From an optimization exercise on the open Yosys and OpenROAD flow, aimed at small area, a short achievable clock period and few clock cycles; shortcuts taken in it are not production practice.
No run shown here included a check of the RTL's function; only the layout flow was run.
Power is estimated from default activity; no workload was simulated.

**flow/config.mk**
```make
export PLATFORM = sky130hd
export DESIGN_NAME = divider1
export DESIGN_NICKNAME = divider1
export VERILOG_FILES = /design/flow/design.v
export SDC_FILE = /design/flow/constraint.sdc
export NUM_CORES = 8
export LEC_CHECK = 0
export CAP_MARGIN = 20
export CORE_MARGIN = 2
export CORE_UTILIZATION = 40
export SLEW_MARGIN = 20
export SYNTH_HIERARCHICAL = 1
```
**flow/constraint.sdc**
```tcl
create_clock -name core_clock -period 32.0 [get_ports {clk}]
set_input_delay 6.4000 -clock core_clock [delete_from_list [all_inputs] [get_ports {clk}]]
set_output_delay 6.4000 -clock core_clock [all_outputs]
set_load 0.01 [all_outputs]
```
**flow/design.v**
```verilog
module D_FF (q, d, reset, clk);
	output logic q;
	input logic d, reset, clk;
	always_ff @(posedge clk)
		if (reset)
			q <= 0;  
		else
			q <= d;  
endmodule
module FF_en(q, d, en, reset, clk);
	output q;
	input d, en, reset, clk;
	wire dat;
	D_FF ff(.q, .d(dat), .reset, .clk);
	NAND_MUX_2x1 muxs(.out(dat), .select(en), .invSelect(~en), .in({d, q}));
endmodule
module NAND_MUX_2x1(out, select, invSelect, in);
	output out;
	input select, invSelect;
	input [1:0] in;
	wire one, zero;
	nand oneNand(one, select, in[1]);
	nand zeroNand(zero, invSelect, in[0]);
	nand sumNand(out, one, zero);
endmodule
module NAND_MUX_4x1(out, select, invSelect, in);
	output out;
	input [1:0] select, invSelect;
	input [3:0] in;
	wire three, two, one, zero;
	nand zeroNand(zero, in[0], invSelect[1], invSelect[0]);
	nand oneNand(one, in[1], invSelect[1], select[0]);
	nand twoNand(two, in[2], select[1], invSelect[0]);
	nand threeNand(three, in[3], select[1], select[0]);
	nand sumNand(out, three, two, one, zero);
endmodule
module adderC65 (val1, val2, Cin, valOut);
	input logic [64:0] val1, val2;
	input logic Cin;
	output logic [64:0] valOut; 
	logic [64:0] cinToCout;
	genvar i;
	generate
		for(i=0; i<64; i++) begin : eachAdder
			full_adder adder(.S(valOut[i+1]), .Cout(cinToCout[i+1]), .A(val1[i+1]), .B(val2[i+1]), .Cin(cinToCout[i]));
		end
	endgenerate
	full_adder startAdder(.S(valOut[0]), .Cout(cinToCout[0]), .A(val1[0]), .B(val2[0]), .Cin);
endmodule
module divider1(quotient, valid_out, divisor, dividend, valid_in, rst, clk);
  output [63:0] quotient;
  output valid_out;
  input [63:0] divisor, dividend;
  input valid_in, rst, clk;
  localparam int K  = 3;                     
  localparam int DW = 67 + K;                
  localparam int JW = 5;                     
  logic          busy;
  logic          first;   
  logic          vo;
  logic [63:0]   rr;      
  logic [DW-1:0] nd;      
  logic          sbn;     
  logic [63:0]   rq;      
  logic          neg;     
  logic [JW-1:0] cnt;     
  assign valid_out = vo | quick;
  div_inc u_inc(.q(rq), .inc(neg), .y(quotient));
  wire        sa = dividend[63];
  wire        sb = divisor[63];
  wire [63:0] ma = sa ? (64'd0 - dividend) : dividend;
  wire [7:0]  t;
  wire        az, bz;
  div_len u_len(.a(dividend), .b(divisor), .t(t), .az(az), .bz(bz));
  wire        nneg = bz ? ~sa : (sa ^ sb);
  logic [7:0]   tr;          
  logic         azr, bzr;    
  wire        zq = azr | (tr[7] & (tr != 8'hff));     
  wire        quick = first & (zq | bzr);              
  function automatic logic [JW-1:0] ncyc(input logic [6:0] x);   
    ncyc = '0;
    for (int i = 0; i < 128; i++) if (x == 7'(i)) ncyc = JW'((((i + 1) % 128) + 1) / K);
  endfunction
  wire [JW-1:0] j0 = ncyc(tr[6:0]);
  logic [DW-1:0] dsh;
  always_comb begin
    dsh = nd;
    for (int k = 0; k < JW; k++) if (first & j0[k]) dsh = (dsh << (K << k)) | ~({DW{1'b1}} << (K << k));
  end
  wire [DW-1:0] ndeff = dsh ^ {DW{first & sbn}};    
  function automatic logic [64:0] addc(input logic [DW-1:0] a, input logic [DW-1:0] b, input logic cin);
    logic [DW:0] g, p, G, P;
    g = {a & b, cin};
    p = {a ^ b, 1'b0};
    G = g; P = p;
    for (int l = 0; (1 << l) < DW + 1; l++) begin
      logic [DW:0] G2, P2;
      G2 = G; P2 = P;
      for (int i = 0; i < DW + 1; i++) begin
        if ((i >> l) & 1) begin
          G2[i] = G[i] | (P[i] & G[((i >> l) << l) - 1]);
          P2[i] = P[i] & P[((i >> l) << l) - 1];
        end
      end
      G = G2; P = P2;
    end
    addc[64] = G[DW];
    for (int i = 0; i < 64; i++) addc[i] = p[i+1] ^ G[i];
  endfunction
  logic [63:0]   rnext;
  logic [K-1:0]  qb;
  always_comb begin
    logic [63:0]   r;
    logic [64:0]   t;
    r = rr;
    for (int j = 0; j < K; j++) begin
      if (j == 0) t = addc({{(DW-64){1'b0}}, r}, nd, ~sbn);
      else        t = addc({{(DW-64){1'b0}}, r}, ~(~ndeff >> j), ~sbn);
      qb[K-1-j] = t[64] & ~(j == 0 && first);
      if (qb[K-1-j]) r = t[63:0];
    end
    rnext = r;
  end
  wire last = ((first ? j0 : cnt) == '0);
  always_ff @(posedge clk) begin
    if (rst) begin
      busy  <= 1'b0;
      first <= 1'b0;
      vo    <= 1'b0;
    end else if (!busy) begin
      busy  <= valid_in;
      first <= valid_in;
      vo    <= 1'b0;
    end else begin
      busy  <= ~last & ~quick;
      first <= 1'b0;
      vo    <= last & ~quick;
    end
  end
  always_ff @(posedge clk) begin
    if (!busy) begin
      rr    <= ma;
      nd    <= ~({{(DW-64){sb}}, divisor} << (K - 1));
      tr    <= t;
      azr   <= az;
      bzr   <= bz;
      sbn   <= sb;
      rq    <= {{63{nneg}}, bz ^ nneg};
      neg   <= nneg;
    end else begin
      rr    <= rnext;
      nd    <= ~(~ndeff >> K);
      cnt   <= (first ? j0 : cnt) - 1'b1;
      rq    <= {rq[63-K:0], qb ^ {K{neg}}};
    end
  end
endmodule
module div_inc(input [63:0] q, input inc, output [63:0] y);
  assign y = q + {63'd0, inc};
endmodule
module div_len(input [63:0] a, input [63:0] b, output [7:0] t, output az, output bz);
  function automatic logic [6:0] msb(input logic [63:0] x);
    logic [63:0] v; logic [5:0] p [64];
    for (int i = 0; i < 64; i++) begin v[i] = x[i]; p[i] = 6'(i); end
    for (int l = 0; l < 6; l++) begin
      for (int i = 0; i < (32 >> l); i++) begin
        p[i] = v[2*i+1] ? p[2*i+1] : p[2*i];
        v[i] = v[2*i+1] | v[2*i];
      end
    end
    msb = {v[0], p[0]};
  endfunction
  wire [6:0]  ta = msb({1'b0, a[62:0] ^ a[63:1]});
  wire [6:0]  tb = msb({1'b0, b[62:0] ^ b[63:1]});
  wire [7:0]  ia = ta[6] ? {2'b0, ta[5:0]} : 8'hff;
  wire [7:0]  nib = tb[6] ? ~{2'b0, tb[5:0]} : 8'h00;    
  wire [8:0]  tt = {ia, 1'b1} + {nib, a[63]};
  assign t  = tt[8:1];
  assign bz = ~tb[6] & ~b[63];
  assign az = ~ta[6] & ~a[63];
endmodule
module full_adder(S, Cout, A, B, Cin);
	output S, Cout;
	input A, B, Cin;
	wire AB, AC, BC;
	xor sum(S, A, B, Cin);
	nand ab(AB, A, B);
	nand ac(AC, A, Cin);
	nand bc(BC, B, Cin);
	nand abc(Cout, AB, AC, BC);
endmodule
module mux_2x1_X65(outs, select, invSelect, ins);
	output [64:0] outs;
	input select, invSelect;
	input [1:0][64:0] ins;
		NAND_MUX_2x1 m7(.out(outs[7]), .select, .invSelect, .in({ins[1][7], ins[0][7]}));
	NAND_MUX_2x1 m6(.out(outs[6]), .select, .invSelect, .in({ins[1][6], ins[0][6]}));
	NAND_MUX_2x1 m5(.out(outs[5]), .select, .invSelect, .in({ins[1][5], ins[0][5]}));
	NAND_MUX_2x1 m4(.out(outs[4]), .select, .invSelect, .in({ins[1][4], ins[0][4]}));
	NAND_MUX_2x1 m3(.out(outs[3]), .select, .invSelect, .in({ins[1][3], ins[0][3]}));
	NAND_MUX_2x1 m2(.out(outs[2]), .select, .invSelect, .in({ins[1][2], ins[0][2]}));
	NAND_MUX_2x1 m1(.out(outs[1]), .select, .invSelect, .in({ins[1][1], ins[0][1]}));
	NAND_MUX_2x1 m0(.out(outs[0]), .select, .invSelect, .in({ins[1][0], ins[0][0]}));
		NAND_MUX_2x1 m15(.out(outs[15]), .select, .invSelect, .in({ins[1][15], ins[0][15]}));
	NAND_MUX_2x1 m14(.out(outs[14]), .select, .invSelect, .in({ins[1][14], ins[0][14]}));
	NAND_MUX_2x1 m13(.out(outs[13]), .select, .invSelect, .in({ins[1][13], ins[0][13]}));
	NAND_MUX_2x1 m12(.out(outs[12]), .select, .invSelect, .in({ins[1][12], ins[0][12]}));
	NAND_MUX_2x1 m11(.out(outs[11]), .select, .invSelect, .in({ins[1][11], ins[0][11]}));
	NAND_MUX_2x1 m10(.out(outs[10]), .select, .invSelect, .in({ins[1][10], ins[0][10]}));
	NAND_MUX_2x1 m9(.out(outs[9]), .select, .invSelect, .in({ins[1][9], ins[0][9]}));
	NAND_MUX_2x1 m8(.out(outs[8]), .select, .invSelect, .in({ins[1][8], ins[0][8]}));
		NAND_MUX_2x1 m23(.out(outs[23]), .select, .invSelect, .in({ins[1][23], ins[0][23]}));
	NAND_MUX_2x1 m22(.out(outs[22]), .select, .invSelect, .in({ins[1][22], ins[0][22]}));
	NAND_MUX_2x1 m21(.out(outs[21]), .select, .invSelect, .in({ins[1][21], ins[0][21]}));
	NAND_MUX_2x1 m20(.out(outs[20]), .select, .invSelect, .in({ins[1][20], ins[0][20]}));
	NAND_MUX_2x1 m19(.out(outs[19]), .select, .invSelect, .in({ins[1][19], ins[0][19]}));
	NAND_MUX_2x1 m18(.out(outs[18]), .select, .invSelect, .in({ins[1][18], ins[0][18]}));
	NAND_MUX_2x1 m17(.out(outs[17]), .select, .invSelect, .in({ins[1][17], ins[0][17]}));
	NAND_MUX_2x1 m16(.out(outs[16]), .select, .invSelect, .in({ins[1][16], ins[0][16]}));
		NAND_MUX_2x1 m31(.out(outs[31]), .select, .invSelect, .in({ins[1][31], ins[0][31]}));
	NAND_MUX_2x1 m30(.out(outs[30]), .select, .invSelect, .in({ins[1][30], ins[0][30]}));
	NAND_MUX_2x1 m29(.out(outs[29]), .select, .invSelect, .in({ins[1][29], ins[0][29]}));
	NAND_MUX_2x1 m28(.out(outs[28]), .select, .invSelect, .in({ins[1][28], ins[0][28]}));
	NAND_MUX_2x1 m27(.out(outs[27]), .select, .invSelect, .in({ins[1][27], ins[0][27]}));
	NAND_MUX_2x1 m26(.out(outs[26]), .select, .invSelect, .in({ins[1][26], ins[0][26]}));
	NAND_MUX_2x1 m25(.out(outs[25]), .select, .invSelect, .in({ins[1][25], ins[0][25]}));
	NAND_MUX_2x1 m24(.out(outs[24]), .select, .invSelect, .in({ins[1][24], ins[0][24]}));
		NAND_MUX_2x1 m39(.out(outs[39]), .select, .invSelect, .in({ins[1][39], ins[0][39]}));
	NAND_MUX_2x1 m38(.out(outs[38]), .select, .invSelect, .in({ins[1][38], ins[0][38]}));
	NAND_MUX_2x1 m37(.out(outs[37]), .select, .invSelect, .in({ins[1][37], ins[0][37]}));
	NAND_MUX_2x1 m36(.out(outs[36]), .select, .invSelect, .in({ins[1][36], ins[0][36]}));
	NAND_MUX_2x1 m35(.out(outs[35]), .select, .invSelect, .in({ins[1][35], ins[0][35]}));
	NAND_MUX_2x1 m34(.out(outs[34]), .select, .invSelect, .in({ins[1][34], ins[0][34]}));
	NAND_MUX_2x1 m33(.out(outs[33]), .select, .invSelect, .in({ins[1][33], ins[0][33]}));
	NAND_MUX_2x1 m32(.out(outs[32]), .select, .invSelect, .in({ins[1][32], ins[0][32]}));
		NAND_MUX_2x1 m47(.out(outs[47]), .select, .invSelect, .in({ins[1][47], ins[0][47]}));
	NAND_MUX_2x1 m46(.out(outs[46]), .select, .invSelect, .in({ins[1][46], ins[0][46]}));
	NAND_MUX_2x1 m45(.out(outs[45]), .select, .invSelect, .in({ins[1][45], ins[0][45]}));
	NAND_MUX_2x1 m44(.out(outs[44]), .select, .invSelect, .in({ins[1][44], ins[0][44]}));
	NAND_MUX_2x1 m43(.out(outs[43]), .select, .invSelect, .in({ins[1][43], ins[0][43]}));
	NAND_MUX_2x1 m42(.out(outs[42]), .select, .invSelect, .in({ins[1][42], ins[0][42]}));
	NAND_MUX_2x1 m41(.out(outs[41]), .select, .invSelect, .in({ins[1][41], ins[0][41]}));
	NAND_MUX_2x1 m40(.out(outs[40]), .select, .invSelect, .in({ins[1][40], ins[0][40]}));
		NAND_MUX_2x1 m55(.out(outs[55]), .select, .invSelect, .in({ins[1][55], ins[0][55]}));
	NAND_MUX_2x1 m54(.out(outs[54]), .select, .invSelect, .in({ins[1][54], ins[0][54]}));
	NAND_MUX_2x1 m53(.out(outs[53]), .select, .invSelect, .in({ins[1][53], ins[0][53]}));
	NAND_MUX_2x1 m52(.out(outs[52]), .select, .invSelect, .in({ins[1][52], ins[0][52]}));
	NAND_MUX_2x1 m51(.out(outs[51]), .select, .invSelect, .in({ins[1][51], ins[0][51]}));
	NAND_MUX_2x1 m50(.out(outs[50]), .select, .invSelect, .in({ins[1][50], ins[0][50]}));
	NAND_MUX_2x1 m49(.out(outs[49]), .select, .invSelect, .in({ins[1][49], ins[0][49]}));
	NAND_MUX_2x1 m48(.out(outs[48]), .select, .invSelect, .in({ins[1][48], ins[0][48]}));
		NAND_MUX_2x1 m63(.out(outs[63]), .select, .invSelect, .in({ins[1][63], ins[0][63]}));
	NAND_MUX_2x1 m62(.out(outs[62]), .select, .invSelect, .in({ins[1][62], ins[0][62]}));
	NAND_MUX_2x1 m61(.out(outs[61]), .select, .invSelect, .in({ins[1][61], ins[0][61]}));
	NAND_MUX_2x1 m60(.out(outs[60]), .select, .invSelect, .in({ins[1][60], ins[0][60]}));
	NAND_MUX_2x1 m59(.out(outs[59]), .select, .invSelect, .in({ins[1][59], ins[0][59]}));
	NAND_MUX_2x1 m58(.out(outs[58]), .select, .invSelect, .in({ins[1][58], ins[0][58]}));
	NAND_MUX_2x1 m57(.out(outs[57]), .select, .invSelect, .in({ins[1][57], ins[0][57]}));
	NAND_MUX_2x1 m56(.out(outs[56]), .select, .invSelect, .in({ins[1][56], ins[0][56]}));
		NAND_MUX_2x1 m64(.out(outs[64]), .select, .invSelect, .in({ins[1][64], ins[0][64]}));
endmodule
module mux_4x1_X65(outs, select, invSelect, ins);
	output [64:0] outs;
	input [1:0] select, invSelect;
	input [3:0][64:0] ins;
		NAND_MUX_4x1 m7(.out(outs[7]), .select, .invSelect, .in({ins[3][7], ins[2][7], ins[1][7], ins[0][7]}));
	NAND_MUX_4x1 m6(.out(outs[6]), .select, .invSelect, .in({ins[3][6], ins[2][6], ins[1][6], ins[0][6]}));
	NAND_MUX_4x1 m5(.out(outs[5]), .select, .invSelect, .in({ins[3][5], ins[2][5], ins[1][5], ins[0][5]}));
	NAND_MUX_4x1 m4(.out(outs[4]), .select, .invSelect, .in({ins[3][4], ins[2][4], ins[1][4], ins[0][4]}));
	NAND_MUX_4x1 m3(.out(outs[3]), .select, .invSelect, .in({ins[3][3], ins[2][3], ins[1][3], ins[0][3]}));
	NAND_MUX_4x1 m2(.out(outs[2]), .select, .invSelect, .in({ins[3][2], ins[2][2], ins[1][2], ins[0][2]}));
	NAND_MUX_4x1 m1(.out(outs[1]), .select, .invSelect, .in({ins[3][1], ins[2][1], ins[1][1], ins[0][1]}));
	NAND_MUX_4x1 m0(.out(outs[0]), .select, .invSelect, .in({ins[3][0], ins[2][0], ins[1][0], ins[0][0]}));
		NAND_MUX_4x1 m15(.out(outs[15]), .select, .invSelect, .in({ins[3][15], ins[2][15], ins[1][7], ins[0][15]}));
	NAND_MUX_4x1 m14(.out(outs[14]), .select, .invSelect, .in({ins[3][14], ins[2][14], ins[1][7], ins[0][14]}));
	NAND_MUX_4x1 m13(.out(outs[13]), .select, .invSelect, .in({ins[3][13], ins[2][13], ins[1][7], ins[0][13]}));
	NAND_MUX_4x1 m12(.out(outs[12]), .select, .invSelect, .in({ins[3][12], ins[2][12], ins[1][7], ins[0][12]}));
	NAND_MUX_4x1 m11(.out(outs[11]), .select, .invSelect, .in({ins[3][11], ins[2][11], ins[1][7], ins[0][11]}));
	NAND_MUX_4x1 m10(.out(outs[10]), .select, .invSelect, .in({ins[3][10], ins[2][10], ins[1][7], ins[0][10]}));
	NAND_MUX_4x1 m9(.out(outs[9]), .select, .invSelect, .in({ins[3][9], ins[2][9], ins[1][7], ins[0][9]}));
	NAND_MUX_4x1 m8(.out(outs[8]), .select, .invSelect, .in({ins[3][8], ins[2][8], ins[1][7], ins[0][8]}));
		NAND_MUX_4x1 m23(.out(outs[23]), .select, .invSelect, .in({ins[3][23], ins[2][23], ins[1][23], ins[0][23]}));
	NAND_MUX_4x1 m22(.out(outs[22]), .select, .invSelect, .in({ins[3][22], ins[2][22], ins[1][22], ins[0][22]}));
	NAND_MUX_4x1 m21(.out(outs[21]), .select, .invSelect, .in({ins[3][21], ins[2][21], ins[1][21], ins[0][21]}));
	NAND_MUX_4x1 m20(.out(outs[20]), .select, .invSelect, .in({ins[3][20], ins[2][20], ins[1][20], ins[0][20]}));
	NAND_MUX_4x1 m19(.out(outs[19]), .select, .invSelect, .in({ins[3][19], ins[2][19], ins[1][19], ins[0][19]}));
	NAND_MUX_4x1 m18(.out(outs[18]), .select, .invSelect, .in({ins[3][18], ins[2][18], ins[1][18], ins[0][18]}));
	NAND_MUX_4x1 m17(.out(outs[17]), .select, .invSelect, .in({ins[3][17], ins[2][17], ins[1][17], ins[0][17]}));
	NAND_MUX_4x1 m16(.out(outs[16]), .select, .invSelect, .in({ins[3][16], ins[2][16], ins[1][16], ins[0][16]}));
		NAND_MUX_4x1 m31(.out(outs[31]), .select, .invSelect, .in({ins[3][31], ins[2][31], ins[1][31], ins[0][31]}));
	NAND_MUX_4x1 m30(.out(outs[30]), .select, .invSelect, .in({ins[3][30], ins[2][30], ins[1][30], ins[0][30]}));
	NAND_MUX_4x1 m29(.out(outs[29]), .select, .invSelect, .in({ins[3][29], ins[2][29], ins[1][29], ins[0][29]}));
	NAND_MUX_4x1 m28(.out(outs[28]), .select, .invSelect, .in({ins[3][28], ins[2][28], ins[1][28], ins[0][28]}));
	NAND_MUX_4x1 m27(.out(outs[27]), .select, .invSelect, .in({ins[3][27], ins[2][27], ins[1][27], ins[0][27]}));
	NAND_MUX_4x1 m26(.out(outs[26]), .select, .invSelect, .in({ins[3][26], ins[2][26], ins[1][26], ins[0][26]}));
	NAND_MUX_4x1 m25(.out(outs[25]), .select, .invSelect, .in({ins[3][25], ins[2][25], ins[1][25], ins[0][25]}));
	NAND_MUX_4x1 m24(.out(outs[24]), .select, .invSelect, .in({ins[3][24], ins[2][24], ins[1][24], ins[0][24]}));
		NAND_MUX_4x1 m39(.out(outs[39]), .select, .invSelect, .in({ins[3][39], ins[2][39], ins[1][39], ins[0][39]}));
	NAND_MUX_4x1 m38(.out(outs[38]), .select, .invSelect, .in({ins[3][38], ins[2][38], ins[1][38], ins[0][38]}));
	NAND_MUX_4x1 m37(.out(outs[37]), .select, .invSelect, .in({ins[3][37], ins[2][37], ins[1][37], ins[0][37]}));
	NAND_MUX_4x1 m36(.out(outs[36]), .select, .invSelect, .in({ins[3][36], ins[2][36], ins[1][36], ins[0][36]}));
	NAND_MUX_4x1 m35(.out(outs[35]), .select, .invSelect, .in({ins[3][35], ins[2][35], ins[1][35], ins[0][35]}));
	NAND_MUX_4x1 m34(.out(outs[34]), .select, .invSelect, .in({ins[3][34], ins[2][34], ins[1][34], ins[0][34]}));
	NAND_MUX_4x1 m33(.out(outs[33]), .select, .invSelect, .in({ins[3][33], ins[2][33], ins[1][33], ins[0][33]}));
	NAND_MUX_4x1 m32(.out(outs[32]), .select, .invSelect, .in({ins[3][32], ins[2][32], ins[1][32], ins[0][32]}));
		NAND_MUX_4x1 m47(.out(outs[47]), .select, .invSelect, .in({ins[3][47], ins[2][47], ins[1][47], ins[0][47]}));
	NAND_MUX_4x1 m46(.out(outs[46]), .select, .invSelect, .in({ins[3][46], ins[2][46], ins[1][46], ins[0][46]}));
	NAND_MUX_4x1 m45(.out(outs[45]), .select, .invSelect, .in({ins[3][45], ins[2][45], ins[1][45], ins[0][45]}));
	NAND_MUX_4x1 m44(.out(outs[44]), .select, .invSelect, .in({ins[3][44], ins[2][44], ins[1][44], ins[0][44]}));
	NAND_MUX_4x1 m43(.out(outs[43]), .select, .invSelect, .in({ins[3][43], ins[2][43], ins[1][43], ins[0][43]}));
	NAND_MUX_4x1 m42(.out(outs[42]), .select, .invSelect, .in({ins[3][42], ins[2][42], ins[1][42], ins[0][42]}));
	NAND_MUX_4x1 m41(.out(outs[41]), .select, .invSelect, .in({ins[3][41], ins[2][41], ins[1][41], ins[0][41]}));
	NAND_MUX_4x1 m40(.out(outs[40]), .select, .invSelect, .in({ins[3][40], ins[2][40], ins[1][40], ins[0][40]}));
		NAND_MUX_4x1 m55(.out(outs[55]), .select, .invSelect, .in({ins[3][55], ins[2][55], ins[1][55], ins[0][55]}));
	NAND_MUX_4x1 m54(.out(outs[54]), .select, .invSelect, .in({ins[3][54], ins[2][54], ins[1][54], ins[0][54]}));
	NAND_MUX_4x1 m53(.out(outs[53]), .select, .invSelect, .in({ins[3][53], ins[2][53], ins[1][53], ins[0][53]}));
	NAND_MUX_4x1 m52(.out(outs[52]), .select, .invSelect, .in({ins[3][52], ins[2][52], ins[1][52], ins[0][52]}));
	NAND_MUX_4x1 m51(.out(outs[51]), .select, .invSelect, .in({ins[3][51], ins[2][51], ins[1][51], ins[0][51]}));
	NAND_MUX_4x1 m50(.out(outs[50]), .select, .invSelect, .in({ins[3][50], ins[2][50], ins[1][50], ins[0][50]}));
	NAND_MUX_4x1 m49(.out(outs[49]), .select, .invSelect, .in({ins[3][49], ins[2][49], ins[1][49], ins[0][49]}));
	NAND_MUX_4x1 m48(.out(outs[48]), .select, .invSelect, .in({ins[3][48], ins[2][48], ins[1][48], ins[0][48]}));
		NAND_MUX_4x1 m63(.out(outs[63]), .select, .invSelect, .in({ins[3][63], ins[2][63], ins[1][63], ins[0][63]}));
	NAND_MUX_4x1 m62(.out(outs[62]), .select, .invSelect, .in({ins[3][62], ins[2][62], ins[1][62], ins[0][62]}));
	NAND_MUX_4x1 m61(.out(outs[61]), .select, .invSelect, .in({ins[3][61], ins[2][61], ins[1][61], ins[0][61]}));
	NAND_MUX_4x1 m60(.out(outs[60]), .select, .invSelect, .in({ins[3][60], ins[2][60], ins[1][60], ins[0][60]}));
	NAND_MUX_4x1 m59(.out(outs[59]), .select, .invSelect, .in({ins[3][59], ins[2][59], ins[1][59], ins[0][59]}));
	NAND_MUX_4x1 m58(.out(outs[58]), .select, .invSelect, .in({ins[3][58], ins[2][58], ins[1][58], ins[0][58]}));
	NAND_MUX_4x1 m57(.out(outs[57]), .select, .invSelect, .in({ins[3][57], ins[2][57], ins[1][57], ins[0][57]}));
	NAND_MUX_4x1 m56(.out(outs[56]), .select, .invSelect, .in({ins[3][56], ins[2][56], ins[1][56], ins[0][56]}));
		NAND_MUX_4x1 m64(.out(outs[64]), .select, .invSelect, .in({ins[3][64], ins[2][64], ins[1][64], ins[0][64]}));
endmodule
module norifier(outs, ins1, ins0);
	output [63:0] outs;
	input [63:0] ins1, ins0;
		nor oa7(outs[7], ins1[7], ins0[7]);
	nor oa6(outs[6], ins1[6], ins0[6]);
	nor oa5(outs[5], ins1[5], ins0[5]);
	nor oa4(outs[4], ins1[4], ins0[4]);
	nor oa3(outs[3], ins1[3], ins0[3]);
	nor oa2(outs[2], ins1[2], ins0[2]);
	nor oa1(outs[1], ins1[1], ins0[1]);
	nor oa0(outs[0], ins1[0], ins0[0]);
		nor oa15(outs[15], ins1[15], ins0[15]);
	nor oa14(outs[14], ins1[14], ins0[14]);
	nor oa13(outs[13], ins1[13], ins0[13]);
	nor oa12(outs[12], ins1[12], ins0[12]);
	nor oa11(outs[11], ins1[11], ins0[11]);
	nor oa10(outs[10], ins1[10], ins0[10]);
	nor oa9(outs[9], ins1[9], ins0[9]);
	nor oa8(outs[8], ins1[8], ins0[8]);
		nor oa23(outs[23], ins1[23], ins0[23]);
	nor oa22(outs[22], ins1[22], ins0[22]);
	nor oa21(outs[21], ins1[21], ins0[21]);
	nor oa20(outs[20], ins1[20], ins0[20]);
	nor oa19(outs[19], ins1[19], ins0[19]);
	nor oa18(outs[18], ins1[18], ins0[18]);
	nor oa17(outs[17], ins1[17], ins0[17]);
	nor oa16(outs[16], ins1[16], ins0[16]);
		nor oa31(outs[31], ins1[31], ins0[31]);
	nor oa30(outs[30], ins1[30], ins0[30]);
	nor oa29(outs[29], ins1[29], ins0[29]);
	nor oa28(outs[28], ins1[28], ins0[28]);
	nor oa27(outs[27], ins1[27], ins0[27]);
	nor oa26(outs[26], ins1[26], ins0[26]);
	nor oa25(outs[25], ins1[25], ins0[25]);
	nor oa24(outs[24], ins1[24], ins0[24]);
		nor oa39(outs[39], ins1[39], ins0[39]);
	nor oa38(outs[38], ins1[38], ins0[38]);
	nor oa37(outs[37], ins1[37], ins0[37]);
	nor oa36(outs[36], ins1[36], ins0[36]);
	nor oa35(outs[35], ins1[35], ins0[35]);
	nor oa34(outs[34], ins1[34], ins0[34]);
	nor oa33(outs[33], ins1[33], ins0[33]);
	nor oa32(outs[32], ins1[32], ins0[32]);
		nor oa47(outs[47], ins1[47], ins0[47]);
	nor oa46(outs[46], ins1[46], ins0[46]);
	nor oa45(outs[45], ins1[45], ins0[45]);
	nor oa44(outs[44], ins1[44], ins0[44]);
	nor oa43(outs[43], ins1[43], ins0[43]);
	nor oa42(outs[42], ins1[42], ins0[42]);
	nor oa41(outs[41], ins1[41], ins0[41]);
	nor oa40(outs[40], ins1[40], ins0[40]);
		nor oa55(outs[55], ins1[55], ins0[55]);
	nor oa54(outs[54], ins1[54], ins0[54]);
	nor oa53(outs[53], ins1[53], ins0[53]);
	nor oa52(outs[52], ins1[52], ins0[52]);
	nor oa51(outs[51], ins1[51], ins0[51]);
	nor oa50(outs[50], ins1[50], ins0[50]);
	nor oa49(outs[49], ins1[49], ins0[49]);
	nor oa48(outs[48], ins1[48], ins0[48]);
		nor oa63(outs[63], ins1[63], ins0[63]);
	nor oa62(outs[62], ins1[62], ins0[62]);
	nor oa61(outs[61], ins1[61], ins0[61]);
	nor oa60(outs[60], ins1[60], ins0[60]);
	nor oa59(outs[59], ins1[59], ins0[59]);
	nor oa58(outs[58], ins1[58], ins0[58]);
	nor oa57(outs[57], ins1[57], ins0[57]);
	nor oa56(outs[56], ins1[56], ins0[56]);
endmodule
module registerX64(outs, ins, en, rst, clk);
	output [63:0] outs;
	input [63:0] ins;
	input en, rst, clk;
		FF_en r7(.q(outs[7]), .d(ins[7]), .en, .reset(rst), .clk);
	FF_en r6(.q(outs[6]), .d(ins[6]), .en, .reset(rst), .clk);
	FF_en r5(.q(outs[5]), .d(ins[5]), .en, .reset(rst), .clk);
	FF_en r4(.q(outs[4]), .d(ins[4]), .en, .reset(rst), .clk);
	FF_en r3(.q(outs[3]), .d(ins[3]), .en, .reset(rst), .clk);
	FF_en r2(.q(outs[2]), .d(ins[2]), .en, .reset(rst), .clk);
	FF_en r1(.q(outs[1]), .d(ins[1]), .en, .reset(rst), .clk);
	FF_en r0(.q(outs[0]), .d(ins[0]), .en, .reset(rst), .clk);
		FF_en r15(.q(outs[15]), .d(ins[15]), .en, .reset(rst), .clk);
	FF_en r14(.q(outs[14]), .d(ins[14]), .en, .reset(rst), .clk);
	FF_en r13(.q(outs[13]), .d(ins[13]), .en, .reset(rst), .clk);
	FF_en r12(.q(outs[12]), .d(ins[12]), .en, .reset(rst), .clk);
	FF_en r11(.q(outs[11]), .d(ins[11]), .en, .reset(rst), .clk);
	FF_en r10(.q(outs[10]), .d(ins[10]), .en, .reset(rst), .clk);
	FF_en r9(.q(outs[9]), .d(ins[9]), .en, .reset(rst), .clk);
	FF_en r8(.q(outs[8]), .d(ins[8]), .en, .reset(rst), .clk);
		FF_en r23(.q(outs[23]), .d(ins[23]), .en, .reset(rst), .clk);
	FF_en r22(.q(outs[22]), .d(ins[22]), .en, .reset(rst), .clk);
	FF_en r21(.q(outs[21]), .d(ins[21]), .en, .reset(rst), .clk);
	FF_en r20(.q(outs[20]), .d(ins[20]), .en, .reset(rst), .clk);
	FF_en r19(.q(outs[19]), .d(ins[19]), .en, .reset(rst), .clk);
	FF_en r18(.q(outs[18]), .d(ins[18]), .en, .reset(rst), .clk);
	FF_en r17(.q(outs[17]), .d(ins[17]), .en, .reset(rst), .clk);
	FF_en r16(.q(outs[16]), .d(ins[16]), .en, .reset(rst), .clk);
		FF_en r31(.q(outs[31]), .d(ins[31]), .en, .reset(rst), .clk);
	FF_en r30(.q(outs[30]), .d(ins[30]), .en, .reset(rst), .clk);
	FF_en r29(.q(outs[29]), .d(ins[29]), .en, .reset(rst), .clk);
	FF_en r28(.q(outs[28]), .d(ins[28]), .en, .reset(rst), .clk);
	FF_en r27(.q(outs[27]), .d(ins[27]), .en, .reset(rst), .clk);
	FF_en r26(.q(outs[26]), .d(ins[26]), .en, .reset(rst), .clk);
	FF_en r25(.q(outs[25]), .d(ins[25]), .en, .reset(rst), .clk);
	FF_en r24(.q(outs[24]), .d(ins[24]), .en, .reset(rst), .clk);
		FF_en r39(.q(outs[39]), .d(ins[39]), .en, .reset(rst), .clk);
	FF_en r38(.q(outs[38]), .d(ins[38]), .en, .reset(rst), .clk);
	FF_en r37(.q(outs[37]), .d(ins[37]), .en, .reset(rst), .clk);
	FF_en r36(.q(outs[36]), .d(ins[36]), .en, .reset(rst), .clk);
	FF_en r35(.q(outs[35]), .d(ins[35]), .en, .reset(rst), .clk);
	FF_en r34(.q(outs[34]), .d(ins[34]), .en, .reset(rst), .clk);
	FF_en r33(.q(outs[33]), .d(ins[33]), .en, .reset(rst), .clk);
	FF_en r32(.q(outs[32]), .d(ins[32]), .en, .reset(rst), .clk);
		FF_en r47(.q(outs[47]), .d(ins[47]), .en, .reset(rst), .clk);
	FF_en r46(.q(outs[46]), .d(ins[46]), .en, .reset(rst), .clk);
	FF_en r45(.q(outs[45]), .d(ins[45]), .en, .reset(rst), .clk);
	FF_en r44(.q(outs[44]), .d(ins[44]), .en, .reset(rst), .clk);
	FF_en r43(.q(outs[43]), .d(ins[43]), .en, .reset(rst), .clk);
	FF_en r42(.q(outs[42]), .d(ins[42]), .en, .reset(rst), .clk);
	FF_en r41(.q(outs[41]), .d(ins[41]), .en, .reset(rst), .clk);
	FF_en r40(.q(outs[40]), .d(ins[40]), .en, .reset(rst), .clk);
		FF_en r55(.q(outs[55]), .d(ins[55]), .en, .reset(rst), .clk);
	FF_en r54(.q(outs[54]), .d(ins[54]), .en, .reset(rst), .clk);
	FF_en r53(.q(outs[53]), .d(ins[53]), .en, .reset(rst), .clk);
	FF_en r52(.q(outs[52]), .d(ins[52]), .en, .reset(rst), .clk);
	FF_en r51(.q(outs[51]), .d(ins[51]), .en, .reset(rst), .clk);
	FF_en r50(.q(outs[50]), .d(ins[50]), .en, .reset(rst), .clk);
	FF_en r49(.q(outs[49]), .d(ins[49]), .en, .reset(rst), .clk);
	FF_en r48(.q(outs[48]), .d(ins[48]), .en, .reset(rst), .clk);
		FF_en r63(.q(outs[63]), .d(ins[63]), .en, .reset(rst), .clk);
	FF_en r62(.q(outs[62]), .d(ins[62]), .en, .reset(rst), .clk);
	FF_en r61(.q(outs[61]), .d(ins[61]), .en, .reset(rst), .clk);
	FF_en r60(.q(outs[60]), .d(ins[60]), .en, .reset(rst), .clk);
	FF_en r59(.q(outs[59]), .d(ins[59]), .en, .reset(rst), .clk);
	FF_en r58(.q(outs[58]), .d(ins[58]), .en, .reset(rst), .clk);
	FF_en r57(.q(outs[57]), .d(ins[57]), .en, .reset(rst), .clk);
	FF_en r56(.q(outs[56]), .d(ins[56]), .en, .reset(rst), .clk);
endmodule
module registerX65(outs, ins, en, rst, clk);
	output [64:0] outs;
	input [64:0] ins;
	input en, rst, clk;
		FF_en r7(.q(outs[7]), .d(ins[7]), .en, .reset(rst), .clk);
	FF_en r6(.q(outs[6]), .d(ins[6]), .en, .reset(rst), .clk);
	FF_en r5(.q(outs[5]), .d(ins[5]), .en, .reset(rst), .clk);
	FF_en r4(.q(outs[4]), .d(ins[4]), .en, .reset(rst), .clk);
	FF_en r3(.q(outs[3]), .d(ins[3]), .en, .reset(rst), .clk);
	FF_en r2(.q(outs[2]), .d(ins[2]), .en, .reset(rst), .clk);
	FF_en r1(.q(outs[1]), .d(ins[1]), .en, .reset(rst), .clk);
	FF_en r0(.q(outs[0]), .d(ins[0]), .en, .reset(rst), .clk);
		FF_en r15(.q(outs[15]), .d(ins[15]), .en, .reset(rst), .clk);
	FF_en r14(.q(outs[14]), .d(ins[14]), .en, .reset(rst), .clk);
	FF_en r13(.q(outs[13]), .d(ins[13]), .en, .reset(rst), .clk);
	FF_en r12(.q(outs[12]), .d(ins[12]), .en, .reset(rst), .clk);
	FF_en r11(.q(outs[11]), .d(ins[11]), .en, .reset(rst), .clk);
	FF_en r10(.q(outs[10]), .d(ins[10]), .en, .reset(rst), .clk);
	FF_en r9(.q(outs[9]), .d(ins[9]), .en, .reset(rst), .clk);
	FF_en r8(.q(outs[8]), .d(ins[8]), .en, .reset(rst), .clk);
		FF_en r23(.q(outs[23]), .d(ins[23]), .en, .reset(rst), .clk);
	FF_en r22(.q(outs[22]), .d(ins[22]), .en, .reset(rst), .clk);
	FF_en r21(.q(outs[21]), .d(ins[21]), .en, .reset(rst), .clk);
	FF_en r20(.q(outs[20]), .d(ins[20]), .en, .reset(rst), .clk);
	FF_en r19(.q(outs[19]), .d(ins[19]), .en, .reset(rst), .clk);
	FF_en r18(.q(outs[18]), .d(ins[18]), .en, .reset(rst), .clk);
	FF_en r17(.q(outs[17]), .d(ins[17]), .en, .reset(rst), .clk);
	FF_en r16(.q(outs[16]), .d(ins[16]), .en, .reset(rst), .clk);
		FF_en r31(.q(outs[31]), .d(ins[31]), .en, .reset(rst), .clk);
	FF_en r30(.q(outs[30]), .d(ins[30]), .en, .reset(rst), .clk);
	FF_en r29(.q(outs[29]), .d(ins[29]), .en, .reset(rst), .clk);
	FF_en r28(.q(outs[28]), .d(ins[28]), .en, .reset(rst), .clk);
	FF_en r27(.q(outs[27]), .d(ins[27]), .en, .reset(rst), .clk);
	FF_en r26(.q(outs[26]), .d(ins[26]), .en, .reset(rst), .clk);
	FF_en r25(.q(outs[25]), .d(ins[25]), .en, .reset(rst), .clk);
	FF_en r24(.q(outs[24]), .d(ins[24]), .en, .reset(rst), .clk);
		FF_en r39(.q(outs[39]), .d(ins[39]), .en, .reset(rst), .clk);
	FF_en r38(.q(outs[38]), .d(ins[38]), .en, .reset(rst), .clk);
	FF_en r37(.q(outs[37]), .d(ins[37]), .en, .reset(rst), .clk);
	FF_en r36(.q(outs[36]), .d(ins[36]), .en, .reset(rst), .clk);
	FF_en r35(.q(outs[35]), .d(ins[35]), .en, .reset(rst), .clk);
	FF_en r34(.q(outs[34]), .d(ins[34]), .en, .reset(rst), .clk);
	FF_en r33(.q(outs[33]), .d(ins[33]), .en, .reset(rst), .clk);
	FF_en r32(.q(outs[32]), .d(ins[32]), .en, .reset(rst), .clk);
		FF_en r47(.q(outs[47]), .d(ins[47]), .en, .reset(rst), .clk);
	FF_en r46(.q(outs[46]), .d(ins[46]), .en, .reset(rst), .clk);
	FF_en r45(.q(outs[45]), .d(ins[45]), .en, .reset(rst), .clk);
	FF_en r44(.q(outs[44]), .d(ins[44]), .en, .reset(rst), .clk);
	FF_en r43(.q(outs[43]), .d(ins[43]), .en, .reset(rst), .clk);
	FF_en r42(.q(outs[42]), .d(ins[42]), .en, .reset(rst), .clk);
	FF_en r41(.q(outs[41]), .d(ins[41]), .en, .reset(rst), .clk);
	FF_en r40(.q(outs[40]), .d(ins[40]), .en, .reset(rst), .clk);
		FF_en r55(.q(outs[55]), .d(ins[55]), .en, .reset(rst), .clk);
	FF_en r54(.q(outs[54]), .d(ins[54]), .en, .reset(rst), .clk);
	FF_en r53(.q(outs[53]), .d(ins[53]), .en, .reset(rst), .clk);
	FF_en r52(.q(outs[52]), .d(ins[52]), .en, .reset(rst), .clk);
	FF_en r51(.q(outs[51]), .d(ins[51]), .en, .reset(rst), .clk);
	FF_en r50(.q(outs[50]), .d(ins[50]), .en, .reset(rst), .clk);
	FF_en r49(.q(outs[49]), .d(ins[49]), .en, .reset(rst), .clk);
	FF_en r48(.q(outs[48]), .d(ins[48]), .en, .reset(rst), .clk);
		FF_en r63(.q(outs[63]), .d(ins[63]), .en, .reset(rst), .clk);
	FF_en r62(.q(outs[62]), .d(ins[62]), .en, .reset(rst), .clk);
	FF_en r61(.q(outs[61]), .d(ins[61]), .en, .reset(rst), .clk);
	FF_en r60(.q(outs[60]), .d(ins[60]), .en, .reset(rst), .clk);
	FF_en r59(.q(outs[59]), .d(ins[59]), .en, .reset(rst), .clk);
	FF_en r58(.q(outs[58]), .d(ins[58]), .en, .reset(rst), .clk);
	FF_en r57(.q(outs[57]), .d(ins[57]), .en, .reset(rst), .clk);
	FF_en r56(.q(outs[56]), .d(ins[56]), .en, .reset(rst), .clk);
		FF_en r64(.q(outs[64]), .d(ins[64]), .en, .reset(rst), .clk);
endmodule
module xnorifier(outs, ins1, ins0);
	output [63:0] outs;
	input [63:0] ins1, ins0;
		xnor  xoa7(outs[7], ins1[7], ins0[7]);
	xnor xoa6(outs[6], ins1[6], ins0[6]);
	xnor xoa5(outs[5], ins1[5], ins0[5]);
	xnor xoa4(outs[4], ins1[4], ins0[4]);
	xnor xoa3(outs[3], ins1[3], ins0[3]);
	xnor xoa2(outs[2], ins1[2], ins0[2]);
	xnor xoa1(outs[1], ins1[1], ins0[1]);
	xnor xoa0(outs[0], ins1[0], ins0[0]);
		xnor xoa15(outs[15], ins1[15], ins0[15]);
	xnor xoa14(outs[14], ins1[14], ins0[14]);
	xnor xoa13(outs[13], ins1[13], ins0[13]);
	xnor xoa12(outs[12], ins1[12], ins0[12]);
	xnor xoa11(outs[11], ins1[11], ins0[11]);
	xnor xoa10(outs[10], ins1[10], ins0[10]);
	xnor xoa9(outs[9], ins1[9], ins0[9]);
	xnor xoa8(outs[8], ins1[8], ins0[8]);
		xnor xoa23(outs[23], ins1[23], ins0[23]);
	xnor xoa22(outs[22], ins1[22], ins0[22]);
	xnor xoa21(outs[21], ins1[21], ins0[21]);
	xnor xoa20(outs[20], ins1[20], ins0[20]);
	xnor xoa19(outs[19], ins1[19], ins0[19]);
	xnor xoa18(outs[18], ins1[18], ins0[18]);
	xnor xoa17(outs[17], ins1[17], ins0[17]);
	xnor xoa16(outs[16], ins1[16], ins0[16]);
		xnor xoa31(outs[31], ins1[31], ins0[31]);
	xnor xoa30(outs[30], ins1[30], ins0[30]);
	xnor xoa29(outs[29], ins1[29], ins0[29]);
	xnor xoa28(outs[28], ins1[28], ins0[28]);
	xnor xoa27(outs[27], ins1[27], ins0[27]);
	xnor xoa26(outs[26], ins1[26], ins0[26]);
	xnor xoa25(outs[25], ins1[25], ins0[25]);
	xnor xoa24(outs[24], ins1[24], ins0[24]);
		xnor xoa39(outs[39], ins1[39], ins0[39]);
	xnor xoa38(outs[38], ins1[38], ins0[38]);
	xnor xoa37(outs[37], ins1[37], ins0[37]);
	xnor xoa36(outs[36], ins1[36], ins0[36]);
	xnor xoa35(outs[35], ins1[35], ins0[35]);
	xnor xoa34(outs[34], ins1[34], ins0[34]);
	xnor xoa33(outs[33], ins1[33], ins0[33]);
	xnor xoa32(outs[32], ins1[32], ins0[32]);
		xnor xoa47(outs[47], ins1[47], ins0[47]);
	xnor xoa46(outs[46], ins1[46], ins0[46]);
	xnor xoa45(outs[45], ins1[45], ins0[45]);
	xnor xoa44(outs[44], ins1[44], ins0[44]);
	xnor xoa43(outs[43], ins1[43], ins0[43]);
	xnor xoa42(outs[42], ins1[42], ins0[42]);
	xnor xoa41(outs[41], ins1[41], ins0[41]);
	xnor xoa40(outs[40], ins1[40], ins0[40]);
		xnor xoa55(outs[55], ins1[55], ins0[55]);
	xnor xoa54(outs[54], ins1[54], ins0[54]);
	xnor xoa53(outs[53], ins1[53], ins0[53]);
	xnor xoa52(outs[52], ins1[52], ins0[52]);
	xnor xoa51(outs[51], ins1[51], ins0[51]);
	xnor xoa50(outs[50], ins1[50], ins0[50]);
	xnor xoa49(outs[49], ins1[49], ins0[49]);
	xnor xoa48(outs[48], ins1[48], ins0[48]);
		xnor xoa63(outs[63], ins1[63], ins0[63]);
	xnor xoa62(outs[62], ins1[62], ins0[62]);
	xnor xoa61(outs[61], ins1[61], ins0[61]);
	xnor xoa60(outs[60], ins1[60], ins0[60]);
	xnor xoa59(outs[59], ins1[59], ins0[59]);
	xnor xoa58(outs[58], ins1[58], ins0[58]);
	xnor xoa57(outs[57], ins1[57], ins0[57]);
	xnor xoa56(outs[56], ins1[56], ins0[56]);
endmodule
```
**flow/flow/run.sh**
```bash
#!/bin/bash
# Own flow: the standard layout (standard synthesis, floorplan, placement,
# CTS, routing); only the timing repair is asked to leave a setup margin,
# and port buffers use another buffer cell. Clock and constraints unchanged.
set -e
bash standard.sh SETUP_SLACK_MARGIN=21.5 "BUFFER_PORTS_ARGS=-buffer_cell sky130_fd_sc_hd__buf_1" finish > standard_finish.log 2>&1
```
**flow/standard.sh**
```bash
#!/bin/bash
# synth_recipe.tcl (not shown) runs the flow's synth.tcl, then flattens the netlist and writes it again
# the make line also repeats each setting of config.mk as NAME=value (left out here)
make -C /OpenROAD-flow-scripts/flow DESIGN_CONFIG=/design/flow/config.mk WORK_HOME=/design/flow/orfs CLKGATE_MAP_FILE= SYNTH_SCRIPT=/design/flow/synth_recipe.tcl "${@:-finish}"
```
==> results.cfg, run 1 <==
[outcome]
status = complete, no violations

[placement]
finalWeightedCongestion = 1.01
dp_hpwl_mm = 77.9
dp_slack_ps = 17100
io_buffers = 195

[global_route]
grt_pass1_vias = 25330
grt_pass1_wl_mm = 154
overflow = 0
antenna_found_initial = 5
grt.total_usage_pct = 28.5
grt_max_degree = 146

[clock_network]
clock_latency_ps = 580
postCtsHoldBufs = 0
cts_tree = built
clockBufferDepth = 3
clkTransAtPathRegs_ps = 70
cts_buffers = 28
cts_root_buf = clkbuf_16
cts_sinks = 216
cts_max_level = 1

[timing]
fin_crit_ps = 10380
worst_pin_slew_ps = 1150
timing.final.hold_violations = 0
fin_ws_ps = 21620
setup_violations = 0
drv_slew = 0
fmax_ghz = 0.0963
post-route-period-util_pct = 32.4
rsz0062_at_grt = false
fin_skew_ps = 11.9
final.setup.tns_ps = 0
max_slew_margin_pct = 22.8

[synth]
synth_cell_types = 105
synth_xor_area_share_pct = 11.6
synth.avg_cell_area_um2 = 7.80
ys_seq_elements = 216
synth_ff_type = dfxtp_1
synth_top_area_share_pct = 14.8
yosysTopAreaCell = dfxtp_1
synth_compound_area_share_pct = 24.2
synth_top_family_by_area = compound AO/OA/AOI/OAI gates
synthCells = 3440
synth_adder_area_share_pct = 10.8
syn-cell-area_um2 = 26800
muxShareOfSynthArea_pct = 11.8
synthSimpleGateAreaFrac_pct = 20.5
synth.area.top_cells = dfxtp_1 15%, ha_1 9.4%, xnor2_1 8.4%
synthesis.nets = 3791
synth_edf_count = 17
async_reset_ff_share_pct = 0
ys.warnings.count = 10
ys_seq_area_share_pct = 16.7

[critical_path]
end_kind = register
cp_slowest_cell = o41ai_4
critPathLaunchType = register
rrSetupSlack_ps = 21620
r2r_end = rr[63]$_DFF_P_
path_class = register to register
slowest_delay_ps = 540
critPathMaxFanout = 6
reg2reg_from = nd[0]$_SDFF_PN1_
rr_worst_depth = 45
required_ps = 32460
cp_data_arrival_time_ps = 10850

[layout]
seqCellArea_um2 = 4510
fillers = 6569
layout.nets = 4017
multi_input_area_um2 = 22600
area_delta_synth_final_pct = 19.9
layout-drive-gt1-share_pct = 15.3

[floorplanning]
io_pins = 196
fp.dieH_um = 263
num_rows = 94
core_um2 = 66100
start_util_pct = 40.6
die_area_um2 = 69200
die_w_um = 263

[drt]
viasPerCell = 6.08
drt_pass1_iterations = 6
drt_wl_total_mm = 107
dr.first_iter.drc_count = 2634
dr_total_vias = 27719
drc = 0
wl_per_cell_um = 23.4
ant_nets = 0

[power_and_ir_drop]
internal_power_mw = 1.42
p_clk_share_pct = 13.3
combinationalPowerShare_pct = 72.1
switching_share_pct = 48.8
p_leak_nw = 13.6
power_switching_mw = 1.35
power_density_nw_per_um2 = 85.9
ir_drop_mv = 0.0473
power.share.sequential_pct = 14.6

[flow_run]
cap_viol_max_count = 0

[min_path]
hold_start = rq[56]$_DFF_P_
min_delay_path_depth = 1
hold_class = register to register
holdPathEnd = rq[59]$_DFF_P_
power groups by stage:
| stage | clock network [mW] | registers [mW] | logic (mW) |
|---|---|---|---|
| 2_1_floorplan | 0 | 0.366 | 1.29 |
| 3_3_place_gp | 0 | 0.410 | 1.69 |
| 3_5_place_dp | 0 | 0.410 | 1.69 |
| 4_1_cts | 0.371 | 0.398 | 1.82 |
| 5_1_grt | 0.379 | 0.407 | 2.16 |
| 6_report | 0.368 | 0.404 | 1.99 |
Yosys stat by module (local to each module, per instance):
| module | cell area [um2] | copies in the design | flip-flops and latches |
|---|---|---|---|
| div_len | 3120 | 1 | 0 |
| div_inc | 1430 | 1 | 0 |
| divider1 | 22300 | 1 | 216 |
registers in the layout, indices dropped and copies added, names as in the netlist, 5 cells and up:
| name | cells |
|---|---|
| cnt | 5 |
| rr | 64 |
| tr | 8 |
| rq | 64 |
| nd | 68 |
layer usage:
layer  vias to the layer above  share of wire, %  track usage (%)
met1                     13211                42             37.6
li1                      13167                 -                -
met2                      1109                44             45.0
met3                       232               7.7             4.27
met4                         0               6.1             14.8
met5                         -                 0                0
layout by cell type, fill, tap and decap left out, types with 39 or more instances in the layout:
master   Yosys  final
a21o_1     120    118
a21oi_1    199    182
a31oi_1     59     56
buf_1       28    194
buf_4        5    126
dfxtp_1    199    191
ha_1       201    173
inv_1      126    125
mux2_2     104    103
mux2i_1    195    170
nand2_1    261    259
nand3_1    109    104
nand4_1     51     51
nor2_1     292    281
nor2b_1     46     43
nor3_1      71     69
o21a_1      61     61
o21ai_0    197    179
o22ai_1     40     39
xnor2_1    258    240
xor2_1      97     97
kinds of logic after synthesis:
family          after synthesis
buf+inv                     291
xor+xnor                    355
mux                         301
simple gates               1088
flops                       216
fa+ha+maj                   220
compound gates              969
Yosys cell counts (59+ instances only):
library cell,number
nor2_1,292
nand2_1,261
xnor2_1,258
ha_1,201
a21oi_1,199
dfxtp_1,199
o21ai_0,197
mux2i_1,195
inv_1,126
a21o_1,120
nand3_1,109
mux2_2,104
xor2_1,97
clkbuf_1,94
nor3_1,71
o21a_1,61
a31oi_1,59
how the worst max path moves through the flow:
stage	start	end	slack [ps]	cells after the start
floorplan	sbn$_DFFE_PN_	rr[58]$_DFF_P_	21600	42
CTS	nd[0]$_SDFF_PN1_	rr[38]$_DFF_P_	21500	46
global route	nd[0]$_SDFF_PN1_	rr[11]$_DFF_P_	21400	46
finish	nd[0]$_SDFF_PN1_	rr[63]$_DFF_P_	21620	45
global placement	nd[0]$_SDFF_PN1_	rr[8]$_DFF_P_	17520	43
detailed placement	nd[0]$_SDFF_PN1_	rr[8]$_DFF_P_	17100	43
critical path: cells and delay by family (launching register included):
kind / cells / cell delay [ps]
AO/OA/AOI/OAI: 22 / 5140
AND/OR/NAND/NOR: 11 / 1800
buffers and inverters: 7 / 1120
adder cells (fa/ha/maj): 3 / 1010
multiplexers: 2 / 740
flip-flops: 1 / 380
what timing repair did:
item                                    CTS  global route
endpoints found under the hold margin     0             0
resized for setup                       128           153
gates cloned                              8            10
endpoints found under the setup margin   66            66
buffers inserted                         53            46
pin swaps                                31            49
through the flow:
| stage | hold WS, ps | total power [mW] | area (um2) | cells | util [%] |
|---|---|---|---|---|---|
| floorplan | 437 | 1.66 | 26800 | 3440 | - |
| global placement | 490 | 2.10 | 28400 | 4382 | 42.9 |
| detailed placement | 487 | 2.10 | 28400 | 4382 | 42.9 |
| CTS | 499 | 2.59 | 30800 | 4495 | 46.6 |
| global route | 531 | 2.94 | 32200 | 4556 | 48.7 |
| finish | 502 | 2.77 | 32200 | 4557 | 48.7 |
cell type report:
class	instances	area share [%]
inverter	127	1.49
antenna	5	0.0389
multi-input combinational	2934	70.1
clock buffer	37	2.53
sequential	216	14.0
timing repair buffer	359	7.68
clock inverter	15	0.770
tap	864	3.36
==> run 2, diff against run 1 <==
--- a/flow/config.mk
+++ b/flow/config.mk
@@ -9,3 +9,4 @@
 export CORE_MARGIN = 2
-export CORE_UTILIZATION = 40
+export CORE_UTILIZATION = 50
+export PLACE_DENSITY = 0.7
 export SLEW_MARGIN = 20
==> run 2 against run 1 <==
Setup slack lost 55 ps. Sequential power hardly changed. Still clean on timing, DRC and antenna. Critical path depth rose by 1. Critical endpoint is now rr[8]$_DFF_P_. Global-route usage grew 5.8 points. Clock power down 11%. Sequential share of layout area is 0.084 points higher. Clock-buffer cell count shrank 3. Synthesized area is the same. Clock skew up 40 ps.
==> results.cfg, run 2 <==
[timing]
max_slew_margin_pct = 22.3
fin_skew_ps = 52.1
drv_slew = 0
fin_crit_ps = 10440
setup_violations = 0
worst_pin_slew_ps = 1130
post-route-period-util_pct = 32.6
final.setup.tns_ps = 0
timing.final.hold_violations = 0
fmax_ghz = 0.0958
fin_ws_ps = 21560
rsz0062_at_grt = true

[layout]
reg_top3 = nd (68), rq (64), rr (64)
layout.nets = 4022
layout_common_cells = 281 x nor2_1, 258 x nand2_1, 237 x xnor2_1
largest_reg_flops = 68
final_common_cell = nor2_1
layout-drive-gt1-share_pct = 15.6
area_delta_synth_final_pct = 19.4
largest_register = nd

[synth]
yosysTopAreaCell = dfxtp_1
synth_top_area_share_pct = 14.8
synth.most_common_cell = nor2_1
synth.area.top_cells = dfxtp_1 15%, ha_1 9.4%, xnor2_1 8.4%
ys.warnings.count = 10
async_reset_ff_share_pct = 0
synth_edf_count = 17
syn-cell-area_um2 = 26800
synthesis.nets = 3791
synthCells = 3440
ys_seq_area_share_pct = 16.7
synth_cell_types = 105
synth_ff_type = dfxtp_1
ys_seq_elements = 216
yosys-top-cells-count = 292 x nor2_1, 261 x nand2_1, 258 x xnor2_1, 201 x ha_1
synth.avg_cell_area_um2 = 7.80

[clock_network]
cts_buffers = 28
cts_root_buf = clkbuf_16
clock_latency_ps = 610
clkTransAtPathRegs_ps = 80
cts_max_level = 1
cts_sinks = 216
cts_tree = built
clockBufferDepth = 3
postCtsHoldBufs = 0

[critical_path]
rrSetupSlack_ps = 21560
required_ps = 32550
slowest_delay_ps = 560
end_kind = register
critPathLaunchType = register
path_class = register to register
cp_slowest_cell = o41ai_4
critPathMaxFanout = 7
cp_data_arrival_time_ps = 10990

[drt]
drt_pass1_iterations = 7
wl_per_cell_um = 23.5
ant_nets = 0
drc = 0
dr_total_vias = 28254
drt_wl_total_mm = 103
dr.first_iter.drc_count = 3411
viasPerCell = 6.45

[power_and_ir_drop]
switching_share_pct = 49.6
power_switching_mw = 1.38
p_clk_share_pct = 11.7
power.total_mw = 2.78
power.share.sequential_pct = 14.5
internal_power_mw = 1.40
p_leak_nw = 13.6
power_density_nw_per_um2 = 86.8
ir_drop_mv = 0.0637
combinationalPowerShare_pct = 73.8

[floorplanning]
start_util_pct = 50.9
num_rows = 84
fp.dieH_um = 236
io_pins = 196
core_um2 = 52800
die_area_um2 = 55500
die_w_um = 236

[global_route]
antenna_found_initial = 5
grt_pass1_vias = 25687
grt_pass1_wl_mm = 150
grt_max_degree = 90
overflow = 0
grt.total_usage_pct = 34.3

[placement]
finalWeightedCongestion = 1.02
io_buffers = 195
dp_slack_ps = 17610
dp_hpwl_mm = 73.9

[outcome]
status = complete, no violations

[flow_run]
cap_viol_max_count = 0

[min_path]
hold_class = register to register
-- run 2: cell count changes in the layout (fill, tap and decap cells not counted), moves of 4 or more --
| cell | before | now |
|---|---|---|
| ha_1 | 173 | 156 |
| mux2_4 | 2 | 19 |
| clkbuf_1 | 2 | 6 |
| mux2_2 | 103 | 86 |
| dfxtp_2 | 5 | 9 |
| buf_6 | 6 | 12 |
| clkbuf_16 | 38 | 34 |
| a21oi_1 | 182 | 189 |
| clkbuf_8 | 7 | 0 |
| dfxtp_1 | 191 | 186 |
| buf_4 | 126 | 122 |
| a21oi_2 | 14 | 7 |
| ha_4 | 28 | 42 |
-- run 2: power by group through the flow --
stage               Clock (mW)  Combinational, mW  Sequential (mW)
detailed placement           0               1.67            0.408
global placement             0               1.67            0.409
floorplan                    0               1.29            0.366
global route             0.337               2.22            0.405
finish                   0.326               2.05            0.403
CTS                      0.327               1.77            0.398
-- run 2: path summary, 6_finish.rpt --
path	to	from	depth (start not counted)
min	rq[21]$_DFF_P_	rq[18]$_DFF_P_	1
max reg2reg	rr[8]$_DFF_P_	nd[0]$_SDFF_PN1_	46
max	rr[8]$_DFF_P_	nd[0]$_SDFF_PN1_	46
min reg2reg	rq[21]$_DFF_P_	rq[18]$_DFF_P_	1
-- run 2: logic make-up after synthesis --
group	synth area share (%)
flops	16.7
simple gates	20.5
buf+inv	4.49
compound gates	24.2
mux	11.8
fa+ha+maj	10.8
xor+xnor	11.6
-- run 2: per-stage QoR --
| step | instance area [um2] | std cells | utilization (%) | hold slack (ps) |
|---|---|---|---|---|
| after detailed placement | 28100 | 4200 | 53.2 | 493 |
| final | 32100 | 4383 | 60.7 | 507 |
| after global placement | 28100 | 4200 | 53.2 | 491 |
| after CTS | 30000 | 4309 | 56.9 | 512 |
| after global routing | 32000 | 4380 | 60.7 | 517 |
| after floorplan | 26800 | 3440 | - | 437 |
-- run 2: timing repair --
item	4_1_cts	5_1_grt
endpoints found under the setup margin	65	68
cloned	7	13
buffers inserted	52	57
endpoints found under the hold margin	0	0
pin swaps	19	65
resized for setup	85	234
-- run 2: routing by layer --
layer  routed length (um)  up-vias  GRT usage, %
met1                40800    13163          44.0
met3                11200      365          7.45
met2                42800     1522          51.2
li1                     -    13202             -
met4                 8150        2          23.5
met5                   45        -             0
-- run 2: worst max-delay path, delay by kind of cell, from the launching register on --
kind,cells,cell delay (ps)
AOI/OAI and AO/OA,24,5890
adders and majority gates,3,850
buffers and inverters,8,1130
DFF,1,370
muxes,2,590
and+or+nand+nor,9,1500
-- run 2: Yosys stat by module (local to each module, per instance) --
| module | cell area, um2 | copies in the design | cells |
|---|---|---|---|
| div_inc | 1430 | 1 | 202 |
| divider1 | 22300 | 1 | 2714 |
| div_len | 3120 | 1 | 524 |
-- run 2: final cells by class --
type	count	area, um2
Multi-Input combinational cell	2938	22900
Timing Repair Buffer	360	2410
Clock inverter	16	191
Fill cell	4702	20700
Tap cell	688	861
Inverter	127	480
Antenna cell	4	10.0
Sequential cell	216	4520
Clock buffer	34	723
==> run 3, diff against run 2 <==
--- a/flow/design.v
+++ b/flow/design.v
@@ -67,3 +67,3 @@
   assign valid_out = vo | quick;
-  div_inc u_inc(.q(rq), .inc(neg), .y(quotient));
+  div_neg u_neg(.q(rq), .neg(neg), .y(quotient));
   wire        sa = dividend[63];
@@ -74,3 +74,2 @@
   div_len u_len(.a(dividend), .b(divisor), .t(t), .az(az), .bz(bz));
-  wire        nneg = bz ? ~sa : (sa ^ sb);
   logic [7:0]   tr;          
@@ -79,7 +78,4 @@
   wire        quick = first & (zq | bzr);              
-  function automatic logic [JW-1:0] ncyc(input logic [6:0] x);   
-    ncyc = '0;
-    for (int i = 0; i < 128; i++) if (x == 7'(i)) ncyc = JW'((((i + 1) % 128) + 1) / K);
-  endfunction
-  wire [JW-1:0] j0 = ncyc(tr[6:0]);
+  wire [JW-1:0] j0;
+  div_ncyc #(.K(K), .JW(JW)) u_ncyc(.x(tr[6:0]), .j(j0));
   logic [DW-1:0] dsh;
@@ -147,4 +143,4 @@
       sbn   <= sb;
-      rq    <= {{63{nneg}}, bz ^ nneg};
-      neg   <= nneg;
+      rq    <= {63'd0, bz};
+      neg   <= bz ? ~sa : (sa ^ sb);
     end else begin
@@ -153,3 +149,3 @@
       cnt   <= (first ? j0 : cnt) - 1'b1;
-      rq    <= {rq[63-K:0], qb ^ {K{neg}}};
+      rq    <= {rq[63-K:0], qb};
     end
@@ -157,4 +153,4 @@
 endmodule
-module div_inc(input [63:0] q, input inc, output [63:0] y);
-  assign y = q + {63'd0, inc};
+module div_neg(input [63:0] q, input neg, output [63:0] y);
+  assign y = neg ? (64'd0 - q) : q;
 endmodule
@@ -181,2 +177,8 @@
 endmodule
+module div_ncyc #(parameter int K = 3, parameter int JW = 5)(input [6:0] x, output logic [JW-1:0] j);
+  always_comb begin
+    j = '0;
+    for (int i = 0; i < 128; i++) if (x == 7'(i)) j = JW'((((i + 1) % 128) + 1) / K);
+  end
+endmodule
 module full_adder(S, Cout, A, B, Cin);
--- a/flow/config.mk
+++ b/flow/config.mk
@@ -9,4 +9,3 @@
 export CORE_MARGIN = 2
-export CORE_UTILIZATION = 50
-export PLACE_DENSITY = 0.7
+export CORE_UTILIZATION = 40
 export SLEW_MARGIN = 20
==> run 3 against run 2 <==
Via count rose by 3.0%. Fmax rose by 2.2%. Die area rose by 29%. Critical path type is now input pin to register.
==> results.cfg, run 3 <==
[power_and_ir_drop]
power_density_nw_per_um2 = 96.8
p_leak_nw = 12.7
ir_drop_mv = 0.0480

[clock_network]
postCtsHoldBufs = 0
clkTransAtPathRegs_ps = 60
clockBufferDepth = 3
cts_max_level = 1
cts_sinks = 216
cts_root_buf = clkbuf_16
clock_latency_ps = 610
cts_buffers = 29
cts_tree = built

[synth]
synth.most_common_cell = nand2_1
synth.avg_cell_area_um2 = 7.79
synthCells = 3561
yosysTopAreaCell = dfxtp_1
synth.area.top_cells = dfxtp_1 14%, ha_1 9.0%, xnor2_1 8.0%
synth_edf_count = 17
synthesis.nets = 3909
syn-cell-area_um2 = 27700
synth_top_area_share_pct = 14.4
ys_seq_area_share_pct = 16.2
synth_ff_type = dfxtp_1
synth_cell_types = 124
async_reset_ff_share_pct = 0
yosys-top-cells-count = 364 x nand2_1, 282 x nor2_1, 252 x xnor2_1, 230 x a21oi_1, 205 x o21ai_0
ys.warnings.count = 11
ys_seq_elements = 216

[critical_path]
crit_chain = buf_1 > or4_1 > o22ai_1 > and2_1 > o311ai_0 > a31oi_1 > o31a_1 > ha_1 > a21o_1 > a21oi_1 > nand2b_1 > a21boi_0 > o41ai_1 > xnor2_1
rr_worst_depth = 39
cp_data_arrival_time_ps = 10550
critPathLaunchType = input pin
rrSetupSlack_ps = 21920
cp_slowest_cell = a31oi_1
slowest_delay_ps = 690
end_kind = register
critPathMaxFanout = 13
required_ps = 32340
path_class = input pin to register

[global_route]
grt.total_usage_pct = 29.7
grt_max_degree = 137
antenna_found_initial = 5
grt_pass1_wl_mm = 163
grt_pass1_vias = 26119
overflow = 0

[floorplanning]
io_pins = 196
core_um2 = 68600
die_area_um2 = 71500
start_util_pct = 40.5
num_rows = 96
fp.dieH_um = 267
die_w_um = 267

[timing]
final.setup.tns_ps = 0
fin_crit_ps = 10210
max_slew_margin_pct = 8.53
post-route-period-util_pct = 31.9
fmax_ghz = 0.0979
holdWs_ps = 495
fin_skew_ps = 13.8
setup_violations = 0
timing.final.hold_violations = 0
fin_ws_ps = 21790
rsz0062_at_grt = true
drv_slew = 0
worst_pin_slew_ps = 1360

[drt]
dr_total_vias = 29094
ant_nets = 0
drt_pass1_iterations = 8
drt_wl_total_mm = 112
drc = 0
viasPerCell = 6.21
dr.first_iter.drc_count = 3248
wl_per_cell_um = 23.8

[layout]
layout.nets = 4081
layout-drive-gt1-share_pct = 11.7
reg_top3 = nd (68), rq (64), rr (64)
layout_common_cells = 363 x nand2_1, 277 x nor2_1, 236 x xnor2_1
final_common_cell = nand2_1
largest_reg_flops = 68
fin_util_pct = 46.0
largest_register = nd
area_delta_synth_final_pct = 13.7
final_cells = 4688
fillers = 6907

[min_path]
min_delay_path_depth = 1
hold_class = register to register

[placement]
io_buffers = 195
dp_slack_ps = 19410
finalWeightedCongestion = 1.00
dp_hpwl_mm = 84.0
placed_cells = 4574

[outcome]
status = complete, no violations

[flow_run]
cap_viol_max_count = 0
-- run 3: cells by family (layout without fill, tap and decap cells) --
logic type / Yosys count / count (layout) / synth area share (%)
simple gates: 1271 / 1275 / 23.3
xor+xnor: 337 / 337 / 10.6
fa+ha+maj: 218 / 218 / 10.3
other cells: 0 / 1 / 0
mux: 176 / 176 / 9.09
flops: 216 / 216 / 16.2
compound gates: 1063 / 1063 / 26.0
buf+inv: 280 / 471 / 4.46
-- run 3: what timing repair did --
action | CTS | global route
cloned | 4 | 5
pin swaps | 9 | 17
setup buffers | 19 | 31
endpoints found under the hold margin | 0 | 0
resized for setup | 41 | 85
setup endpoints to repair | 65 | 67
-- run 3: per-layer routing --
metal,track usage [%],share of wire (%),up-vias
li1,-,-,13658
met1,41.1,42,13735
met2,45.1,43,1463
met3,6.79,11,236
met4,10.2,4.0,2
met5,0,0.012,-
-- run 3: final timing paths --
kind / from / end
worst max-delay path: dividend[16] / tr[6]$_DFFE_PN_
worst min-delay path: rq[1]$_SDFF_PN0_ / rq[4]$_SDFF_PN0_
worst max register to register: tr[6]$_DFFE_PN_ / rr[45]$_DFF_P_
worst min register to register: rq[1]$_SDFF_PN0_ / rq[4]$_SDFF_PN0_
-- run 3: area by class of cell --
type	count	area, um2	share of cell area, %
diodes	1	2.50	0.00793
clock buffers	38	853	2.71
clock inverters	16	194	0.615
inverters	107	404	1.28
multi-input cells	3069	22600	71.6
flip-flops and latches	216	4510	14.3
well taps	931	1160	3.69
repair buffers	310	1840	5.84
-- run 3: Yosys stat by module, one instance, submodules excluded, excerpt --
module | cell area, um2 | times used | flip-flops and latches
div_len | 3140 | 1 | 0
div_neg | 1660 | 1 | 0
divider1 | 22200 | 1 | 216
-- run 3: power by group --
part | internal (mW) | switching (mW)
logic | 0.926 | 1.35
registers | 0.325 | 0.0901
clock network | 0.214 | 0.147
total | 1.46 | 1.59
-- run 3: critical path: cells and delay by family --
kind | cells | cell delay (ps)
simple gates | 3 | 990
compound gates | 8 | 2510
buf+inv | 1 | 240
fa+ha+maj | 1 | 300
xor+xnor | 1 | 110
-- run 3: stage by stage --
stage,area (um2),power [mW]
after floorplan,27700,1.93
after global placement,29300,2.51
after detailed placement,29300,2.50
after CTS,30800,2.91
after global routing,31500,3.26
final,31500,3.05

[afterwards: timing with drivers on the ports]
Ports are ideal in the flow. The routed layouts listed here were re-timed in OpenROAD. Step 1 sets driving cells, clkbuf_16 on the clock port and buf_2 on the other inputs (assumed; they add their load-dependent delay and slew). Step 2 also shifts input and output timing later by t, the mid clock arrival at the registers, as if the neighbouring blocks saw the same clock. Slacks: no drivers / after step 1 / after step 2; pairs: no drivers / after step 1.
| run | shift t [ns] | setup slack, ns |
|---|---|---|
| run 1 | 0.633 | 21.618 / 21.618 / 21.081 |
| run 2 | 0.650 | 21.562 / 21.562 / 21.125 |
| run 3 | 0.657 | 21.789 / 21.821 / 21.164 |
After both steps every run listed still meets setup and hold.
